From an optimization exercise on the open Yosys and OpenROAD flow, aimed at small area; shortcuts taken in it are not production practice.
Function was checked by simulation only, so behaviour that the tests miss may differ from the original.
Power and IR drop assume default switching activity.

the baseline:
Design mav_core, start of the top module:
module mav_core #(
    parameter THREADS_PER_BLOCK = 4
) (
    input  wire        clock,
    input  wire        reset,
    input  wire [2:0]  core_state,
    input  wire [15:0] instruction,
    input  wire [7:0]  block_id,
    input  wire [THREADS_PER_BLOCK-1:0] thread_enable,
    input  wire [7:0]  current_pc,
    input  wire [8*THREADS_PER_BLOCK-1:0] lsu_out,
    output wire [8*THREADS_PER_BLOCK-1:0] rs_out,
    output wire [8*THREADS_PER_BLOCK-1:0] rt_out,
    output wire [8*THREADS_PER_BLOCK-1:0] next_pc,
    output wire        decoded_mem_read_enable,
    output wire        decoded_mem_write_enable,
    output wire        decoded_ret
);
    localparam REQUEST = 3'b011,
               EXECUTE = 3'b101,
               UPDATE  = 3'b110;
    wire [3:0] decoded_rd_address;
    wire [3:0] decoded_rs_address;
    wire [3:0] decoded_rt_address;
    wire [2:0] decoded_nzp;
    wire [7:0] decoded_immediate;
    wire       decoded_reg_write_enable;
    wire       decoded_nzp_write_enable;
    wire       decoded_reg_from_memory;
    wire       decoded_reg_from_constant;
    wire       decoded_alu_sub;
    wire       decoded_alu_mul;
    wire       decoded_alu_div;
    wire       decoded_alu_cmp;
    wire       decoded_pc_mux;
    decoder decoder_instance (
        .clock(clock),
        .reset(reset),
        .core_state(core_state),
        .instruction(instruction),
        .decoded_rd_address(decoded_rd_address),
        .decoded_rs_address(decoded_rs_address),
        .decoded_rt_address(decoded_rt_address),
        .decoded_nzp(decoded_nzp),
        .decoded_immediate(decoded_immediate),
        .decoded_reg_write_enable(decoded_reg_write_enable),
        .decoded_mem_read_enable(decoded_mem_read_enable),
        .decoded_mem_write_enable(decoded_mem_write_enable),
        .decoded_nzp_write_enable(decoded_nzp_write_enable),
        .decoded_reg_from_memory(decoded_reg_from_memory),
        .decoded_reg_from_constant(decoded_reg_from_constant),
  ...
Size: roughly 3100 cells after synthesis, ~170 I/O pins.
==> flow/config.mk <==
export PLATFORM = sky130hd
export DESIGN_NAME = mav_core
export DESIGN_NICKNAME = mav_core
export VERILOG_FILES = /design/flow/design.v
export SDC_FILE = /design/flow/constraint.sdc
export NUM_CORES = 4
export LEC_CHECK = 0
export CAP_MARGIN = 20
export CORE_MARGIN = 2
export CORE_UTILIZATION = 55
export SLEW_MARGIN = 20
==> flow/constraint.sdc <==
create_clock -name core_clock -period 12.0 [get_ports {clock}]
set_input_delay 2.4000 -clock core_clock [delete_from_list [all_inputs] [get_ports {clock}]]
set_output_delay 2.4000 -clock core_clock [all_outputs]
set_load 0.01 [all_outputs]
standard.sh (not shown) runs the stock make flow with config.mk's settings and CLKGATE_MAP_FILE= SYNTH_SCRIPT=/design/flow/synth_recipe.tcl, a recipe that flattens the netlist after the stock synthesis.
==> flow/flow/run.sh <==
#!/bin/bash
# Own layout flow: the standard flow (standard.sh, with its unchanged
# synthesis) with two changes: the port buffers are the smallest buffer cell,
# and the clock tree is built from clkbuf_8 cells in clusters of up to 16
# sinks, without dummy loads. make's full output goes to standard_flow.log and
# each ORFS step writes its own log under orfs/logs.
set -euo pipefail
export BUFFER_PORTS_ARGS="-buffer_cell sky130_fd_sc_hd__buf_1"
export CTS_ARGS="-sink_clustering_enable -repair_clock_nets -dont_use_dummy_load -buf_list {sky130_fd_sc_hd__clkbuf_8} -sink_clustering_size 16 -sink_clustering_max_diameter 60"
bash standard.sh > standard_flow.log 2>&1
Input changes introduced in the candidate (baseline for comparison: the baseline):
- swapping 55 for 40 in CORE_UTILIZATION
## What came out
- The baseline was carried through to the last stage, and its layout satisfied the timing, design-rule and antenna checks.
- The candidate | status: complete | timing, DRC, antenna: pass
- Taking the baseline as the reference, in the candidate cell count after synthesis essentially unchanged; share of the final layout cell area in sequential cells decreased 0.47 points; compound-gate portion of the synthesized area essentially unchanged; proportion of power drawn by the clock network increased 0.9 points.
- Synthesized-area fraction occupied by adder cells essentially unchanged between the candidate and the baseline.
- In the flow results for the candidate and the baseline, the wire length of the first global-routing pass is larger on the baseline.
- Going from the baseline to the candidate, slew of the pin with the lowest slew margin grows by 28 ps.
- Diff the baseline -> the candidate: number of I/O port buffers held steady; share of the cycle needed by the critical path after routing held steady; clock skew after layout grew by 13 ps.
- | time the final worst path needs with I/O delays and setup | the candidate vs the baseline | worse |

* * *

mav_core, a different RTL version from the one above (not shown whole).
For scale: roughly 3,200 cells after synthesis, ~36,000 um^2 of cells after synthesis.
Settings: LEC_CHECK=0, CAP_MARGIN=20, CORE_MARGIN=2, CORE_UTILIZATION=40, SLEW_MARGIN=20; clock period 12.0 ns.
run.sh (not shown) runs the stock make flow with config.mk's settings and CLKGATE_MAP_FILE= SYNTH_SCRIPT=/design/flow/synth_recipe.tcl, a recipe that flattens the netlist after the stock synthesis.
Stock flow here: none of the scripts above is used.
The starting point completed without violations.
Then changed:
==> flow/flow/run.sh (new file) <==
#!/bin/bash
# Own layout flow: the standard flow (standard.sh, unchanged synthesis) with
# smaller port buffers and a clock tree built from small clock buffers without
# dummy loads. Each tool's full output goes to a log file in the work folder.
set -euo pipefail
export BUFFER_PORTS_ARGS="-buffer_cell sky130_fd_sc_hd__buf_1"
export CTS_ARGS="-sink_clustering_enable -repair_clock_nets -dont_use_dummy_load -buf_list {sky130_fd_sc_hd__clkbuf_4 sky130_fd_sc_hd__clkbuf_8}"
bash standard.sh > standard_flow.log 2>&1
==> flow/standard.sh (new file) <==
#!/bin/bash
# synth_recipe.tcl (not shown) runs the flow's synth.tcl, then flattens the netlist and writes it again
# the make line also repeats each setting of config.mk as NAME=value (left out here)
make -C /OpenROAD-flow-scripts/flow DESIGN_CONFIG=/design/flow/config.mk WORK_HOME=/design/flow/orfs CLKGATE_MAP_FILE= SYNTH_SCRIPT=/design/flow/synth_recipe.tcl "${@:-finish}"
removed: flow/run.sh
Result:
- worst setup slack improved by 0.021 ns
- register-to-register slack gains 0.02 ns
- cell count hardly moves
- wire length shrinks slightly
- maximum frequency barely changes

==> afterwards: timing with drivers on the ports <==
How much do the figures lean on ideal ports? The routed layouts below were timed once more, with nothing changed but the port constraints. Step 1 assumes that a clkbuf_16 drives the clock port and a buf_2 every other input. Step 2, shift: input delay + t, output delay - t, t = (earliest + latest rising clock arrival at the registers) / 2. This alone moves slack from input paths to output paths. a / b / c = ideal ports / drivers / drivers and shift; a / b = the first two.
run	shift t [ns]	setup slack, ns	hold WS [ns]	worst setup path at the end
the baseline	0.724	0.549 / 0.549 / 0.549	0.611 / 0.611 / 0.611	register to register
the candidate	0.747	0.543 / 0.543 / 0.543	0.587 / 0.587 / 0.587	register to register
the first run of note 2	0.703	1.036 / 1.036 / 1.036	0.597 / 0.597 / 0.597	register to register
the second run of note 2	0.722	1.056 / 1.056 / 1.056	0.596 / 0.596 / 0.596	register to register
After both steps every run listed still meets setup and hold.
